What follows belongs to an exercise in optimizing a design on an open flow for small area and a short achievable clock period; a production flow would make more cautious choices.
The RTL was checked by simulation tests, not by an equivalence proof against the original design.
Power is estimated from default activity; no workload was simulated.

[config.mk]
export PLATFORM = sky130hd
export DESIGN_NAME = mult_top
export DESIGN_NICKNAME = mult_top
export VERILOG_FILES = /design/flow/design.v
export SDC_FILE = /design/flow/constraint.sdc
export NUM_CORES = 4
export LEC_CHECK = 0
export ABC_AREA = 1
export CAP_MARGIN = 20
export CORE_MARGIN = 2
export CORE_UTILIZATION = 40
export SETUP_SLACK_MARGIN = 3.3
export SLEW_MARGIN = 20
[constraint.sdc]
create_clock -name core_clock -period 7.0 [get_ports {clk}]
set_input_delay 1.4000 -clock core_clock [delete_from_list [all_inputs] [get_ports {clk}]]
set_output_delay 1.4000 -clock core_clock [all_outputs]
set_load 0.01 [all_outputs]
[design.v]
`timescale 1ns / 1ps
module ALM11_SOA(
    input clk,
    input [15:0] x,
    input [15:0] y,
    output [31:0] p
    );
    wire [3:0] kx, ky;
    wire [4:0] fx, fy;
    wire       nzx, nzy;
    LOG16 LOGx (.data_i(x), .k_o(kx), .f_o(fx), .nz_o(nzx));
    LOG16 LOGy (.data_i(y), .k_o(ky), .f_o(fy), .nz_o(nzy));
    reg [3:0] kx_r, ky_r;
    reg [3:0] fx_r, fy_r;
    reg       cin_r, sign_r, nz_r;
    always @(posedge clk) begin
        kx_r   <= kx;
        ky_r   <= ky;
        fx_r   <= fx[4:1];
        fy_r   <= fy[4:1];
        cin_r  <= fx[0] & fy[0];
        sign_r <= x[15] ^ y[15];
        nz_r   <= nzx & nzy;
    end
    wire [8:0] L = {1'b0, kx_r, fx_r} + {1'b0, ky_r, fy_r} + {8'b0, cin_r};
    reg [4:0] k_r;
    reg [3:0] g_r;       
    reg       u_r;       
    reg       v_r;       
    always @(posedge clk) begin
        k_r <= L[8:4];
        g_r <= (L[3:0] ^ {4{sign_r}}) & {4{nz_r}};
        u_r <= sign_r & nz_r;
        v_r <= ~sign_r & nz_r;
    end
    AntiLog anti_log (.k_i(k_r), .g_i(g_r), .u_i(u_r), .v_i(v_r), .data_o(p));
endmodule
module LOG16(
    input  [15:0] data_i,
    output [3:0]  k_o,
    output [4:0]  f_o,
    output        nz_o
    );
    wire [15:0] b  = {1'b0, data_i[14:0] ^ {15{data_i[15]}}};
    wire        z3 = ~|b[15:8];
    wire [15:0] b1 = z3 ? {b[7:0], 8'b0} : b;
    wire        z2 = ~|b1[15:12];
    wire [15:0] b2 = z2 ? {b1[11:0], 4'b0} : b1;
    wire        z1 = ~|b2[15:14];
    wire [15:0] b3 = z1 ? {b2[13:0], 2'b0} : b2;
    wire        z0 = ~b3[15];
    wire [15:0] b4 = z0 ? {b3[14:0], 1'b0} : b3;
    assign k_o  = {~z3, ~z2, ~z1, ~z0};
    assign f_o  = b4[14:10];
    assign nz_o = b4[15] | data_i[15];
endmodule
module AntiLog(
    input  [4:0]  k_i,
    input  [3:0]  g_i,
    input         u_i,
    input         v_i,
    output [31:0] data_o
    );
    wire [77:0]  w = {{31{u_i}}, v_i, g_i, {11{v_i}}, {31{u_i}}};
    wire [108:0] t = {31'b0, w} << k_i;
    assign data_o = {u_i, u_i, t[75:46]};
endmodule
`timescale 1ns / 10ps
module mult_top(
    input clk,
    input  [15:0] x,
    input  [15:0] y,
    output [31:0] p_out
    );
    ALM11_SOA mult(.clk(clk), .x(x), .y(y), .p(p_out));
endmodule
[flow/run.sh]
#!/bin/bash
# The standard ORFS layout (the standard.sh) with one change: the input and
# output port buffers are sky130_fd_sc_hd__buf_2 instead of the cell buffer_ports
# picks by default (clkdlybuf4s50_1, a slow delay cell).
set -euo pipefail
bash standard.sh "BUFFER_PORTS_ARGS=-buffer_cell sky130_fd_sc_hd__buf_2" finish > flow_make.log 2>&1
[standard.sh]
#!/bin/bash
# synth_recipe.tcl (not shown) runs the flow's synth.tcl, then flattens the netlist and writes it again
# the make line also repeats each setting of config.mk as NAME=value (left out here)
make -C /OpenROAD-flow-scripts/flow DESIGN_CONFIG=/design/flow/config.mk WORK_HOME=/design/flow/orfs CLKGATE_MAP_FILE= SYNTH_SCRIPT=/design/flow/synth_recipe.tcl "${@:-finish}"
==> metrics.cfg, run 1 <==
[drt]
drt_pass1_iterations = 5
m1WireLength_um = 2970
top_layer_used = met4
drt_iter0_markers = 69
vias = 3141
via_per_inst = 4.67
final_antenna_net_count = 0
drc = 0
route.met2.wl_um = 3550
wl_per_cell_um = 10.3
drt-total-wl_um = 6890
route.met3.wl_um = 291

[power]
p_leak_nw = 1.97
p_comb_share_pct = 57.0
seq_power_share_pct = 25.9
powerDensity_mw_per_mm2 = 274
ir_worst_vdd_mv = 0.114
power.internal_mw = 0.530
power.net_switching_mw = 0.449
swShare_pct = 45.9
clkPwrFrac_pct = 17.2
power_mw = 0.980

[layout]
fillers = 823
antenna_cells = 0
regArea_um2 = 603
fin_nets = 611
multi_input_area_mm2 = 0.00213
layout_commonest_cell = nand2_1
drive_above_1_share_pct = 21.4
syn2layout_area_growth_pct = 13.7
final_cell_mix = nand2_1, buf_2, inv_1, o21ai_0, nor2_1

[global_route]
grt_start_max_net_pins = 26
antenna_found_initial = 0
grt_usage_pct = 16.5
grt_pass1_wl_um = 11800
grt_pass1_vias = 2796
grt_overflow = 0

[clock_tree]
clk_latency_ns = 0.28
cts_tree = yes
cts_max_level = 2
clock_path_buffers = 2
ctsHoldBuffers = 0
cts_setup_buffers = 0
cts_sinks = 30
cts_root_buf = clkbuf_8
clkTransAtPathRegs_ns = 0.06
numCtsBuffers = 5

[synthesis]
synth_cell_type_count = 38
ys_warn_count = 1
synth_nets = 560
synth-seq-cells = 30
synth_area_mm2 = 0.00314
avgSynthCellArea_um2 = 6.07
syn-instance-count = 518
synth_ff_type = dfxtp_1
async_flop_share_pct = 0
synth_edf_count = 0
ys_seq_area_share_pct = 19.1

[worst_setup_path]
reg2reg_from = mult.cin_r$_DFF_P_
crit_arrival_ns = 2.05
cp_max_fo = 6
r2r.worst_path.cells = 9
reg2reg_to = mult.k_r[4]$_DFF_P_
end_kind = output pin
critPathMaxStageDelay_ns = 0.44
crit_top_cell = o21ai_0
critPathLaunch = mult.v_r$_DFF_P_
crit_end = p_out[0]
ff2ff_setup_slack_ns = 4.78
critical_path_class = reg2out
start_kind = flop
path_cells = inv_1, nor2_1, a21oi_1, inv_1, o21ai_0, nand2_1, o21ai_0, o21ai_0, nand2_1, o21ai_0, buf_2
crit_path_top_delay_cell = dfxtp_1
crit_required_ns = 5.60

[placement]
gp_congestion = 0.918
dpl.hpwl_um = 5750
io_buffers = 64

[timing]
slew_viol_final = 0
setup_violations = 0
fin_skew_ns = 0.00446
slew_headroom_pct = 71.1
fin_crit_sh_pct = 49.3
rsz0062_at_grt = false
tns_ns = 0
fmax_mhz = 290
final-hold-violation-count = 0
tightest_slew_ns = 0.433
period_needed_ns = 3.45

[status]
status = no timing/DRC/antenna violations

[worst_hold_path]
holdCritPathClass = reg2reg

[die]
die_h_um = 92.6
coreArea_mm2 = 0.00769
num_rows = 32
io_pins = 65
die_area_mm2 = 0.00858
die_w_um = 92.6
initial_core_util_pct = 40.9

[flow_run]
maxCapViolations = 0

through the flow:
step                      area, um2  cells  setup slack [ns]  hold slack [ns]  util (%)
after global placement         3450    663              3.56            0.441      44.9
after CTS                      3560    671              3.35            0.456      46.3
after global routing           3570    672              3.32            0.473      46.5
after detailed placement       3450    663              3.50            0.440      44.9
after floorplan                3140    518              4.08            0.413         -
final                          3570    672              3.55            0.450      46.5
cells in the mapped netlist (3+ instances only):
master    count  area share [%]
o21ai_0      55             8.8
inv_2         7            0.84
nor2_2        3            0.60
nor2_4        9             3.2
nand2_1     159              19
ha_1          7             2.8
a21oi_1      27             4.3
nand2_2      11             2.2
xor2_1       19             5.3
buf_6         4             1.4
xnor2_1       7             2.0
nand3_1      17             2.7
clkbuf_1     13             1.6
dfxtp_1      30              19
buf_4         3            0.72
o21ai_1      18             2.9
nand2_4       5             1.8
nor2_1       33             3.9
o21bai_1      4            0.96
inv_1        62             7.4
state kept, by name, summed over array words and instances, names as in the netlist:
register	cells
mult.cin_r	1
mult.fx_r	4
mult.fy_r	4
mult.g_r	4
mult.k_r	5
mult.kx_r	4
mult.ky_r	4
mult.nz_r	1
mult.sign_r	1
mult.u_r	1
mult.v_r	1
area by class of cell:
type	count	share of cell area, %
Inverter	71	7.70
Clock inverter	3	1.12
Tap cell	102	3.57
Multi-Input combinational cell	396	59.7
Timing Repair inverter	1	0.140
Clock buffer	5	1.93
Timing Repair Buffer	64	8.96
Sequential cell	30	16.9
power by group through the flow:
stage | clock (mW) | sequential, mW | combinational (mW)
floorplan | 0 | 0.229 | 0.433
global placement | 0 | 0.257 | 0.558
detailed placement | 0 | 0.257 | 0.558
CTS | 0.173 | 0.254 | 0.560
global route | 0.180 | 0.261 | 0.644
finish | 0.168 | 0.253 | 0.558
layer usage:
metal | track usage (%) | vias up
met4 | 4.41 | 0
met2 | 31.6 | 66
met1 | 18.8 | 1339
li1 | - | 1729
met5 | 0 | -
met3 | 2.60 | 7
critical path, delay by kind of cell, from the launching register on:
kind	cells	cell delay [ns]
compound gates	5	0.67
buf+inv	3	0.36
flops	1	0.44
simple gates	3	0.30
kinds of logic (layout without fill, tap and decap cells):
| family | count (synthesis) | in the layout | synth area share (%) |
|---|---|---|---|
| AO/OA/AOI/OAI | 116 | 116 | 20.0 |
| XOR/XNOR | 28 | 28 | 8.28 |
| adder cells (fa/ha/maj) | 9 | 9 | 4.06 |
| buffers and inverters | 92 | 144 | 13.0 |
| flip-flops | 30 | 30 | 19.1 |
| multiplexers | 2 | 2 | 0.637 |
| AND/OR/NAND/NOR | 241 | 241 | 34.9 |
worst min-delay path by stage:
stage | startpoint | endpoint | slack [ns] | depth (start not counted)
floorplan | mult.nz_r$_DFF_P_ | mult.u_r$_DFF_P_ | 0.41 | 2
global placement | mult.nz_r$_DFF_P_ | mult.u_r$_DFF_P_ | 0.44 | 2
detailed placement | mult.nz_r$_DFF_P_ | mult.u_r$_DFF_P_ | 0.44 | 2
CTS | mult.nz_r$_DFF_P_ | mult.u_r$_DFF_P_ | 0.46 | 2
global route | mult.nz_r$_DFF_P_ | mult.u_r$_DFF_P_ | 0.47 | 2
finish | mult.nz_r$_DFF_P_ | mult.u_r$_DFF_P_ | 0.45 | 2
what timing repair did:
item                                    in CTS  in global routing
gates resized for setup                      1                  3
endpoints found under the hold margin        0                  0
endpoints found under the setup margin       4                 20
gates cloned                                 0                  1
==> run 2, diff against run 1 <==
--- a/design.v
+++ b/design.v
@@ -24,15 +24,21 @@
     end
     wire [8:0] L = {1'b0, kx_r, fx_r} + {1'b0, ky_r, fy_r} + {8'b0, cin_r};
-    reg [4:0] k_r;
-    reg [3:0] g_r;       
-    reg       u_r;       
-    reg       v_r;       
+    wire       u = sign_r & nz_r;
+    wire       v = ~sign_r & nz_r;
+    wire [3:0] g = (L[3:0] ^ {4{sign_r}}) & {4{nz_r}};
+    wire [21:0] qs = {u, u, u, v, g, {11{v}}, u, u, u} << L[5:4];
+    wire [18:0] q = qs[21:3];    
+    reg [2:0] kh_r;      
+    reg [7:0] qh_r;      
+    reg [2:0] ql_r;      
+    reg       u_r, v_r;
     always @(posedge clk) begin
-        k_r <= L[8:4];
-        g_r <= (L[3:0] ^ {4{sign_r}}) & {4{nz_r}};
-        u_r <= sign_r & nz_r;
-        v_r <= ~sign_r & nz_r;
+        kh_r <= L[8:6];
+        qh_r <= q[18:11];
+        ql_r <= q[2:0];
+        u_r  <= u;
+        v_r  <= v;
     end
-    AntiLog anti_log (.k_i(k_r), .g_i(g_r), .u_i(u_r), .v_i(v_r), .data_o(p));
+    AntiLog anti_log (.kh_i(kh_r), .qh_i(qh_r), .ql_i(ql_r), .u_i(u_r), .v_i(v_r), .data_o(p));
 endmodule
 module LOG16(
@@ -56,13 +62,14 @@
 endmodule
 module AntiLog(
-    input  [4:0]  k_i,
-    input  [3:0]  g_i,
+    input  [2:0]  kh_i,
+    input  [7:0]  qh_i,
+    input  [2:0]  ql_i,
     input         u_i,
     input         v_i,
     output [31:0] data_o
     );
-    wire [77:0]  w = {{31{u_i}}, v_i, g_i, {11{v_i}}, {31{u_i}}};
-    wire [108:0] t = {31'b0, w} << k_i;
-    assign data_o = {u_i, u_i, t[75:46]};
+    wire [59:0] z = {{28{u_i}}, qh_i, {8{v_i}}, ql_i, {13{u_i}}};
+    wire [87:0] t = {28'b0, z} << {kh_i, 2'b0};
+    assign data_o = {u_i, u_i, t[57:28]};
 endmodule
 `timescale 1ns / 10ps
--- a/config.mk
+++ b/config.mk
@@ -10,4 +10,4 @@
 export CORE_MARGIN = 2
 export CORE_UTILIZATION = 40
-export SETUP_SLACK_MARGIN = 3.3
+export SETUP_SLACK_MARGIN = 4.0
 export SLEW_MARGIN = 20
==> metrics.cfg, run 2 <==
[worst_setup_path]
crit_path_top_delay_cell = dfxtp_4
critical_path_class = reg2out
crit_end = p_out[15]
ff2ff_setup_slack_ns = 4.60  ; -0.18 ns
end_kind = output pin
reg2reg_to = mult.qh_r[2]$_DFF_P_
crit_family = flip-flops
critPathMaxStageDelay_ns = 0.43  ; about the same
r2r.worst_path.cells = 10  ; +1
cp_max_fo = 14  ; +8
path_cells = inv_4, nand2_1, o21ai_0, a211oi_1, nor2_1, buf_2
path_buf_inv = 2  ; -1
path_depth = 6  ; -5
crit_required_ns = 5.60  ; about the same
reg2reg_from = mult.cin_r$_DFF_P_
start_kind = flop
crit_arrival_ns = 1.52  ; -0.53 ns
critPathLaunch = mult.kh_r[0]$_DFF_P_

[drt]
via_per_inst = 4.90  ; +4.9%
wl_per_cell_um = 11.1  ; +8.4%
drt_pass1_iterations = 5  ; unchanged
vias = 3339  ; +6.3%
drt_iter0_markers = 83  ; +20%
drt-total-wl_um = 7570  ; +9.9%
final_antenna_net_count = 0  ; unchanged
drc = 0  ; unchanged

[clock_tree]
numCtsBuffers = 5  ; unchanged
clock_path_buffers = 2  ; unchanged
clkTransAtPathRegs_ns = 0.07  ; about the same
cts_tree = yes
cts_sinks = 35  ; +17%
cts_root_buf = clkbuf_8
clk_latency_ns = 0.29  ; about the same
cts_max_level = 2  ; unchanged

[synthesis]
syn-instance-count = 514  ; -0.77%
synth.area.top_cells = dfxtp_1, nand2_1, o21ai_0
synth_ff_type = dfxtp_1
async_flop_share_pct = 0  ; unchanged
synth_nets = 556  ; -0.71%
synth_largest_area_cell = dfxtp_1
ys_seq_area_share_pct = 21.8  ; +2.7 points
synth_top_area_share_pct = 21.8  ; +2.7 points
synth_most_common_cell = nand2_1
netlist_top_cells_count = nand2_1, inv_1, o21ai_0
synth-seq-cells = 35  ; +17%
synth_cell_type_count = 35  ; -7.9%
avgSynthCellArea_um2 = 6.24  ; +2.9%
ys_warn_count = 1  ; unchanged
synth_edf_count = 0  ; unchanged
synth_area_mm2 = 0.00321  ; +2.1%

[placement]
dpl.hpwl_um = 5900  ; +2.7%
place_area_mm2 = 0.00352  ; +2.0%
gp_congestion = 0.818  ; -11%
io_buffers = 64  ; unchanged

[global_route]
antenna_found_initial = 0  ; unchanged
grt_overflow = 0  ; unchanged
grt_pass1_vias = 2813  ; +0.61%
grt_start_max_net_pins = 18  ; -31%
grt_usage_pct = 17.0  ; +0.54 points
grt_pass1_wl_um = 12300  ; +4.1%

[timing]
tns_ns = 0  ; unchanged
tightest_slew_ns = 0.378  ; -0.0550 ns
setup_violations = 0  ; unchanged
slew_viol_final = 0  ; unchanged
final-hold-violation-count = 0  ; unchanged
rsz0062_at_grt = true
whs_ns = 0.577  ; +0.127 ns
fmax_mhz = 342  ; +18%
period_needed_ns = 2.92  ; -0.533 ns
fin_skew_ns = 0.00575  ; +0.00129 ns
slew_headroom_pct = 74.5  ; +3.4 points
fin_crit_sh_pct = 41.7  ; -7.6 points

[layout]
final_cell_mix = nand2_1, buf_2, inv_1, o21ai_0, dfxtp_1
top_register = mult.qh_r
fin_nets = 620  ; +1.5%
antenna_cells = 0  ; unchanged
fillers = 832  ; +1.1%
fin_util_pct = 49.4  ; +2.9 points
fin_area_mm2 = 0.00383  ; +7.3%
layout_commonest_cell = nand2_1
largest_reg_flops = 8  ; +3
syn2layout_area_growth_pct = 19.5
drive_above_1_share_pct = 26.1  ; +4.7 points

[die]
io_pins = 65  ; unchanged
die_w_um = 93.6  ; +1.0%
die_area_mm2 = 0.00875  ; +2.0%
num_rows = 32  ; unchanged
initial_core_util_pct = 41.3  ; +0.43 points
die_h_um = 93.6  ; +1.0%
coreArea_mm2 = 0.00777  ; +1.0%

[status]
status = no timing/DRC/antenna violations

[worst_hold_path]
holdCritPathClass = reg2reg

[power]
ir_worst_vdd_mv = 0.0810  ; -29%
p_leak_nw = 2.03  ; +3.1%
powerDensity_mw_per_mm2 = 268  ; -2.4%

[flow_run]
maxCapViolations = 0  ; unchanged

==> run 2: per-stage QoR <==
stage                     power, mW  instances  worst slack, ns
after floorplan               0.668        514             4.07
after global placement        0.816        662             3.60
after detailed placement      0.821        662             3.58
after CTS                      1.02        677             4.00
after global routing           1.12        681             3.94
final                          1.03        681             4.08
==> run 2: routing by layer <==
metal / up-vias / GRT usage [%] / wire length, um
li1: 1766 / - / -
met1: 1483 / 21.3 / 3290
met2: 78 / 30.7 / 3870
met3: 12 / 2.90 / 310
met4: 0 / 3.38 / 99
met5: - / 0 / 0
==> run 2: cell families after synthesis <==
logic type	Yosys count	synth area share, %
xor+xnor	23	6.28
mux	2	0.624
fa+ha+maj	9	3.98
simple gates	237	33.6
flops	35	21.8
compound gates	123	21.5
buf+inv	85	12.2
==> run 2: worst min-delay path by stage <==
| stage | startpoint | endpoint | slack (ns) | depth (start not counted) |
|---|---|---|---|---|
| detailed placement | mult.sign_r$_DFF_P_ | mult.u_r$_DFF_P_ | 0.58 | 2 |
| global placement | mult.sign_r$_DFF_P_ | mult.v_r$_DFF_P_ | 0.56 | 1 |
| CTS | mult.sign_r$_DFF_P_ | mult.u_r$_DFF_P_ | 0.58 | 2 |
| global route | mult.sign_r$_DFF_P_ | mult.v_r$_DFF_P_ | 0.62 | 1 |
| finish | mult.sign_r$_DFF_P_ | mult.u_r$_DFF_P_ | 0.58 | 2 |
| floorplan | mult.nz_r$_DFF_P_ | mult.v_r$_DFF_P_ | 0.50 | 2 |
==> run 2: worst min-delay path, delay by kind of cell, from the launching register on <==
kind,cells,cell delay [ns]
buffers and inverters,1,0.08
flip-flops,1,0.35
AND/OR/NAND/NOR,1,0.10
==> run 2: repair_timing <==
| action | CTS | global route |
|---|---|---|
| cloned | 1 | 0 |
| hold buffers | 0 | 0 |
| endpoints found under the setup margin | 40 | 38 |
| pin swaps | 0 | 4 |
| gates resized for setup | 18 | 23 |
| setup buffers | 6 | 4 |
==> run 2: report_power, final <==
group | leakage [nW] | switching [mW] | internal (mW)
clock | 0.0612 | 0.0719 | 0.115
combinational | 1.68 | 0.343 | 0.210
sequential | 0.293 | 0.0327 | 0.253
total | 2.03 | 0.448 | 0.578
==> run 2: cell type report <==
cell class                 instances  area [um2]  share of cell area, %
timing repair buffer              74         414                   10.8
multi-input combinational        394        2180                   56.9
timing repair inverter             1        7.51                  0.196
clock buffer                       6        82.6                   2.15
sequential                        35         713                   18.6
clock inverter                     2        35.0                  0.914
inverter                          67         272                   7.08
tap                              102         128                   3.33

-- re-timing with driven ports --
The flow's constraints put no driver on any port. The routed layouts listed below were extracted and timed again, unchanged, in two steps.
Step 1 assumes that a clkbuf_16 drives the clock port and a buf_2 every other input.
Step 2 moves the port delays by t, midway between the first and last clock arrival at a register: inputs arrive t later, outputs are due t later. That takes back most of the time a late clock gives input paths.
Three values: no drivers, after step 1, after step 2; two values: the first two.
| run | t, ns | setup slack, ns | worst hold slack (ns) | worst setup path at the end | pins driven straight from the clock port |
|---|---|---|---|---|---|
| run 1 | 0.307 | 3.546 / 3.518 / 3.584 | 0.450 / 0.450 / 0.450 | input to register | 1 |
| run 2 | 0.309 | 4.080 / 4.054 / 3.804 | 0.577 / 0.577 / 0.577 | input to register | 1 |
After both steps every run listed still meets setup and hold. For run 2, which loses most, drivers alone change the setup slack by -0.026 ns; drivers and shift together by -0.276 ns.
